Source: an optimization exercise on an open RTL-to-GDS flow (aim: small area). Production flows keep margins and buffers that such runs may drop. In this exercise RTL edits were held to simulation tests only and were not proved equivalent to the original. The clock port is modelled as an ideal driver, which makes a skipped or thinned clock tree look cheaper than it is; a real chip needs a root buffer or a tree. Power is estimated from default activity; no workload was simulated.

## the previous run
==> flow/design.v (excerpt) <==
module temp_display(clk, reset, dataout, control, scl_in, sda_in, scl_out, sda_out);
input clk, reset;
input scl_in, sda_in;     
output scl_out, sda_out;  
output [3:0] dataout;
output [2:0] control;
wire go, rd, done, ready, shift_en, sbit;
wire [1:0] dh;
wire [3:0] dt, dn;
wire v16;
i2cMaster I2c(.clk(clk), .reset(reset), .go(go), .rd(rd), .scl(scl_in), .sda(sda_in),
              .scl_int(scl_out), .sda_int(sda_out), .done(done), .ready(ready), .shift_en(shift_en), .sbit(sbit));
controller Control(.clk(clk), .reset(reset), .done(done), .ready(ready), .shift_en(shift_en), .sbit(sbit),
                   .sda(sda_in), .go(go), .rd(rd), .dh(dh), .dt(dt), .dn(dn), .v16(v16));
LCDI display(.clk(clk), .reset(reset), .dh(dh), .dt(dt), .dn(dn), .v16(v16),
             .dataout(dataout), .control(control));
endmodule
Size: about 670 cells after synthesis, roughly 13 I/O pins, about 0.0047 mm2 of cells after synthesis.
Settings: LEC_CHECK=0, CAP_MARGIN=20, CORE_MARGIN=2, CORE_UTILIZATION=40, CTS_BUF_LIST=sky130_fd_sc_hd__clkbuf_8, SLEW_MARGIN=20; clock period 10.0 ns.
standard.sh (not shown) runs the stock make flow with config.mk's settings and CLKGATE_MAP_FILE= SYNTH_SCRIPT=/design/flow/synth_recipe.tcl, a recipe that flattens the netlist after the stock synthesis.
==> flow/flow/run.sh <==
#!/bin/bash
# Layout flow: the standard synthesis, then the combinational logic between
# the registers is re-mapped for area with ABC (registers, their names and cell
# types are kept), the re-mapped netlist is proven equivalent to the standard
# one, and the standard ORFS flow lays it out. Each tool's output goes to a log
# file of its own in the work folder.
set -euo pipefail
W=$(pwd)
R=$W/orfs/results/${FLOW_PLATFORM}/temp_display/base
LIB=${FLOW_HOME}/platforms/${FLOW_PLATFORM}/lib/sky130_fd_sc_hd__tt_025C_1v80.lib
YOSYS=yosys
command -v yosys >/dev/null 2>&1 || YOSYS=${FLOW_HOME}/../tools/install/yosys/bin/yosys

bash standard.sh synth > $W/synth.log 2>&1
cp $R/1_2_yosys.v $W/synth_standard.v

# cells the synthesis must not use, as the standard synthesis was told
DU=$(grep -o -- "-dont_use [^ ]*" $(ls $W/orfs/logs/${FLOW_PLATFORM}/temp_display/base/1_2_yosys.log) | sort -u | tr '\n' ' ')
# register and tie cells stay as they are
SEQ=$(grep -o "sky130_fd_sc_hd__[a-z0-9_]*" $W/synth_standard.v | sort -u | grep -E "__(df|edf|sdf|dl|conb)" | tr '\n' ' ')

remap() {  # remap SCRIPT OUT LOG
	cat > $W/remap_$1.ys <<EOY
read_liberty -ignore_miss_func $LIB
setattr -mod -set blackbox 1 $SEQ
read_verilog $W/synth_standard.v
hierarchy -top ${FLOW_TOP}
flatten
opt_clean
abc -liberty $LIB $DU -script $W/flow/$1.abc
opt_clean -purge
hilomap -singleton -hicell sky130_fd_sc_hd__conb_1 HI -locell sky130_fd_sc_hd__conb_1 LO
insbuf -buf sky130_fd_sc_hd__buf_4 A X
splitnets
opt_clean -purge
tee -q -o $W/remap_$1_stat.txt stat -liberty $LIB
write_verilog -noexpr -noattr -nohex -nodec $2
EOY
	$YOSYS -s $W/remap_$1.ys > $3 2>&1
}

prove() {  # prove NETLIST LOG: the netlist does what the standard one does
	cat > $W/prove.ys <<EOY
read_liberty -ignore_miss_func $LIB
setattr -mod -set blackbox 1 $SEQ
read_verilog $W/synth_standard.v
rename ${FLOW_TOP} gold
read_verilog $1
rename ${FLOW_TOP} gate
hierarchy -check
flatten gold gate
opt_clean
equiv_make gold gate equiv
hierarchy -top equiv
equiv_simple
equiv_status -assert
EOY
	$YOSYS -s $W/prove.ys > $2 2>&1
}

area() { grep "Chip area" $1 | awk '{print $NF}'; }

best=$W/synth_standard.v
$YOSYS -p "read_liberty -lib $LIB; read_verilog $W/synth_standard.v; hierarchy -top ${FLOW_TOP}; tee -q -o $W/standard_stat.txt stat -liberty $LIB" > $W/standard_stat.log 2>&1
best_area=$(area $W/standard_stat.txt)
echo "standard synthesis: $best_area" > $W/remap_summary.txt
for s in deep map; do
	if remap $s $W/remap_$s.v $W/remap_$s.log && prove $W/remap_$s.v $W/prove_$s.log; then
		a=$(area $W/remap_${s}_stat.txt)
		echo "$s: $a (proven)" >> $W/remap_summary.txt
		if awk "BEGIN{exit !($a < $best_area)}"; then best=$W/remap_$s.v; best_area=$a; fi
	else
		echo "$s: failed" >> $W/remap_summary.txt
	fi
done
echo "using $best" >> $W/remap_summary.txt
cp $best $R/1_2_yosys.v
rm -f $R/1_synth.odb $R/1_synth.sdc
# port buffers: the smallest buffer cell
bash standard.sh "BUFFER_PORTS_ARGS=-buffer_cell sky130_fd_sc_hd__buf_1" finish > $W/layout.log 2>&1
Other scripts of this flow, unchanged in this note and not shown: flow/flow/deep.abc, flow/flow/map.abc
The flow did not stop early for the previous run: all stages ran, and the layout cleared the timing, design-rule and antenna checks.
#### Input delta (the current run over the previous run)
- clearing CTS_BUF_LIST, which used to be sky130_fd_sc_hd__clkbuf_8
--- a/flow/flow/run.sh
+++ b/flow/flow/run.sh
@@ -77,4 +77,3 @@
 cp $best $R/1_2_yosys.v
 rm -f $R/1_synth.odb $R/1_synth.sdc
-# port buffers: the smallest buffer cell
-bash standard.sh "BUFFER_PORTS_ARGS=-buffer_cell sky130_fd_sc_hd__buf_1" finish > $W/layout.log 2>&1
+bash standard.sh > $W/layout.log 2>&1
==> comparison <==
Changes observed in the current run relative to the previous run: fraction of layout instances using a drive strength above 1 climbed 0.29 points; worst-case setup margin in the final layout now sits lower. The current run has register share of the cell area below what the previous run had. The current run closes out successfully: all stages finished, all timing, DRC and antenna checks passed. The current run vs. the previous run: cell area went up by 3.0%.

---

== v6 ==
temp_display, a different RTL version from the one above (not shown whole).
Size in the first run: ~480 cells after synthesis, roughly 13 I/O pins, about 3900 um^2 of cells after synthesis.
Settings: LEC_CHECK=0, CAP_MARGIN=20, CORE_MARGIN=2, CORE_UTILIZATION=40, CTS_BUF_LIST=sky130_fd_sc_hd__clkbuf_8, GPL_TIMING_DRIVEN=0, SLEW_MARGIN=20; clock period 10.0 ns.
==> flow/flow/run.sh <==
#!/bin/bash
# Layout flow: the standard synthesis, then the combinational logic between
# the registers is re-mapped for area with ABC (&deepsyn from four seeds, in
# parallel; registers, their names and cell types are kept), each re-mapped
# netlist is proven equivalent to the standard one with Yosys and the smallest
# is kept, and the standard ORFS flow lays it out, with the smallest buffer on
# the ports and a clock tree of three clkbuf_16 in place of the one CTS builds.
# Each tool's output goes to a log file of its own in the work folder.
set -euo pipefail
W=$(pwd)
R=$W/orfs/results/${FLOW_PLATFORM}/temp_display/base
LIB=${FLOW_HOME}/platforms/${FLOW_PLATFORM}/lib/sky130_fd_sc_hd__tt_025C_1v80.lib
YOSYS=yosys
command -v yosys >/dev/null 2>&1 || YOSYS=${FLOW_HOME}/../tools/install/yosys/bin/yosys

bash standard.sh synth > $W/synth.log 2>&1
cp $R/1_2_yosys.v $W/synth_standard.v

# cells the synthesis must not use, as the standard synthesis was told
DU=$(grep -o -- "-dont_use [^ ]*" $(ls $W/orfs/logs/${FLOW_PLATFORM}/temp_display/base/1_2_yosys.log) | sort -u | tr '\n' ' ')
# register and tie cells stay as they are
SEQ=$(grep -o "sky130_fd_sc_hd__[a-z0-9_]*" $W/synth_standard.v | sort -u | grep -E "__(df|edf|sdf|dl|conb)" | tr '\n' ' ')

remap() {  # remap SCRIPT OUT LOG
	cat > $W/remap_$1.ys <<EOY
read_liberty -ignore_miss_func $LIB
setattr -mod -set blackbox 1 $SEQ
read_verilog $W/synth_standard.v
hierarchy -top ${FLOW_TOP}
flatten
opt_clean
abc -liberty $LIB $DU -script $W/flow/$1.abc
opt_clean -purge
hilomap -singleton -hicell sky130_fd_sc_hd__conb_1 HI -locell sky130_fd_sc_hd__conb_1 LO
insbuf -buf sky130_fd_sc_hd__buf_4 A X
splitnets
opt_clean -purge
tee -q -o $W/remap_$1_stat.txt stat -liberty $LIB
write_verilog -noexpr -noattr -nohex -nodec $2
EOY
	$YOSYS -s $W/remap_$1.ys > $3 2>&1
}

prove() {  # prove NETLIST LOG NAME: the netlist does what the standard one does
	cat > $W/prove_$3.ys <<EOY
read_liberty -ignore_miss_func $LIB
setattr -mod -set blackbox 1 $SEQ
read_verilog $W/synth_standard.v
rename ${FLOW_TOP} gold
read_verilog $1
rename ${FLOW_TOP} gate
hierarchy -check
flatten gold gate
opt_clean
equiv_make gold gate equiv
hierarchy -top equiv
equiv_simple
equiv_status -assert
EOY
	$YOSYS -s $W/prove_$3.ys > $2 2>&1
}

area() { grep "Chip area" $1 | awk '{print $NF}'; }

best=$W/synth_standard.v
$YOSYS -p "read_liberty -lib $LIB; read_verilog $W/synth_standard.v; hierarchy -top ${FLOW_TOP}; tee -q -o $W/standard_stat.txt stat -liberty $LIB" > $W/standard_stat.log 2>&1
best_area=$(area $W/standard_stat.txt)
echo "standard synthesis: $best_area" > $W/remap_summary.txt
cands="nf1 nf2 nf3 nf4"
for s in $cands; do
	remap $s $W/remap_$s.v $W/remap_$s.log &
done
wait || true
for s in $cands; do
	if [[ -s $W/remap_$s.v ]] && grep -q "Chip area" $W/remap_${s}_stat.txt 2>/dev/null && prove $W/remap_$s.v $W/prove_$s.log $s; then
		a=$(area $W/remap_${s}_stat.txt)
		echo "$s: $a (proven)" >> $W/remap_summary.txt
		if awk "BEGIN{exit !($a < $best_area)}"; then best=$W/remap_$s.v; best_area=$a; fi
	else
		echo "$s: failed" >> $W/remap_summary.txt
	fi
done
echo "using $best" >> $W/remap_summary.txt
cp $best $R/1_2_yosys.v
rm -f $R/1_synth.odb $R/1_synth.sdc
# port buffers: the smallest buffer cell; the clock tree that CTS builds is
# replaced by three clkbuf_16, each driving a third of the flip-flops
BP="BUFFER_PORTS_ARGS=-buffer_cell sky130_fd_sc_hd__buf_1"
CTS="CTS_ARGS=-sink_clustering_enable -repair_clock_nets -buf_list sky130_fd_sc_hd__clkbuf_8 -dont_use_dummy_load"
bash standard.sh "$BP" "$CTS" cts > $W/layout_cts.log 2>&1
if IN_ODB=$R/4_1_cts.odb OUT_ODB=$W/clock_rebuilt.odb LIB=$LIB SDC=$R/4_cts.sdc \
	PLATFORM_DIR=${FLOW_HOME}/platforms/${FLOW_PLATFORM} NB=3 BUF=sky130_fd_sc_hd__clkbuf_16 \
	openroad -no_init -exit $W/flow/rebuild_clock.tcl > $W/clock_rebuild.log 2>&1 && [[ -s $W/clock_rebuilt.odb ]]; then
	cp $W/clock_rebuilt.odb $R/4_1_cts.odb
	cp $W/clock_rebuilt.odb $R/4_cts.odb
	echo "clock tree rebuilt" >> $W/remap_summary.txt
else
	echo "clock tree kept" >> $W/remap_summary.txt
fi
bash standard.sh "$BP" "$CTS" finish > $W/layout.log 2>&1
==> flow/flow/nf1.abc <==
strash; &get -n; &deepsyn -T 540 -S 1; &dch -f; &nf -R 1000; &put; topo
==> flow/flow/nf2.abc <==
strash; &get -n; &deepsyn -T 540 -S 2; &dch -f; &nf -R 1000; &put; topo
==> flow/flow/nf3.abc <==
strash; &get -n; &deepsyn -T 540 -S 3; &dch -f; &nf -R 1000; &put; topo
==> flow/flow/nf4.abc <==
strash; &get -n; &deepsyn -T 540 -S 4; &dch -f; &nf -R 1000; &put; topo
Other scripts of this flow, unchanged in this note and not shown: flow/flow/rebuild_clock.tcl
Inputs modified between v6 and v7:
--- a/flow/flow/run.sh
+++ b/flow/flow/run.sh
@@ -3,6 +3,4 @@
-# the registers is re-mapped for area with ABC (&deepsyn from four seeds, in
-# parallel; registers, their names and cell types are kept), each re-mapped
-# netlist is proven equivalent to the standard one with Yosys and the smallest
-# is kept, and the standard ORFS flow lays it out, with the smallest buffer on
-# the ports and a clock tree of three clkbuf_16 in place of the one CTS builds.
-# Each tool's output goes to a log file of its own in the work folder.
+# the registers is re-mapped for area with ABC (registers, their names and cell
+# types are kept), the re-mapped netlist is proven equivalent to the standard
+# one, and the standard ORFS flow lays it out. Each tool's output goes to a log
+# file of its own in the work folder.
@@ -69 +67 @@
-cands="nf1 nf2 nf3 nf4"
+cands="nfa nfb ama amb"
==> flow/flow/ama.abc (new file) <==
strash; &get -n; &deepsyn -T 240 -S 1; &put; dch -f; amap; topo
==> flow/flow/amb.abc (new file) <==
strash; &get -n; &deepsyn -T 240 -S 3; &put; dch -f; amap; topo
==> flow/flow/nfa.abc (new file) <==
strash; &get -n; &deepsyn -T 240 -S 1; &dch -f; &nf -R 1000; &put; topo
==> flow/flow/nfb.abc (new file) <==
strash; &get -n; &deepsyn -T 240 -S 2; &dch -f; &nf -R 1000; &put; topo
removed: flow/flow/nf1.abc
removed: flow/flow/nf2.abc
removed: flow/flow/nf3.abc
removed: flow/flow/nf4.abc
### Flow results
- All of v7 and v6 finish clean.
- v6 and v7 ended up with roughly the same overall die width.
- Going from v6 to v7, total power shrinks by 42 uW.
- On final critical path time including I/O delays and setup, v6 loses to v7.
No run of this note takes its clock network from TritonCTS; it comes from the design's own scripts or RTL.

==> separate check: timing with driven ports <==
The flow's constraints put no driver on any port. The routed layouts listed below were extracted and timed again, unchanged, in two steps.
Step 1, drivers: a clkbuf_16 drives clk and a buf_2 each remaining input, both assumed.
Step 2 also shifts input and output timing later by t, the mid clock arrival at the registers, as if the neighbouring blocks saw the same clock.
Slacks: no drivers / after step 1 / after step 2; pairs: no drivers / after step 1.
run	t (ns)	setup WS [ns]	worst hold slack (ns)	clock arrival spread, ns	slew at the worst register clock pin (ns)
the previous run	0.408	5.921 / 5.889 / 6.297	0.433 / 0.433 / 0.433	0.013 / 0.013	0.09 / 0.09
the current run	0.388	5.497 / 5.460 / 5.847	0.425 / 0.425 / 0.425	0.011 / 0.011	0.07 / 0.07
v6	0.216	5.923 / 5.866 / 5.808	0.466 / 0.466 / 0.466	0.011 / 0.011	0.10 / 0.10
v7	0.216	6.089 / 6.089 / 6.089	0.441 / 0.441 / 0.441	0.011 / 0.011	0.09 / 0.09
After both steps setup and hold are still met in every run listed. For v6, which loses most, drivers alone change the setup slack by -0.057 ns; drivers and shift together by -0.115 ns.
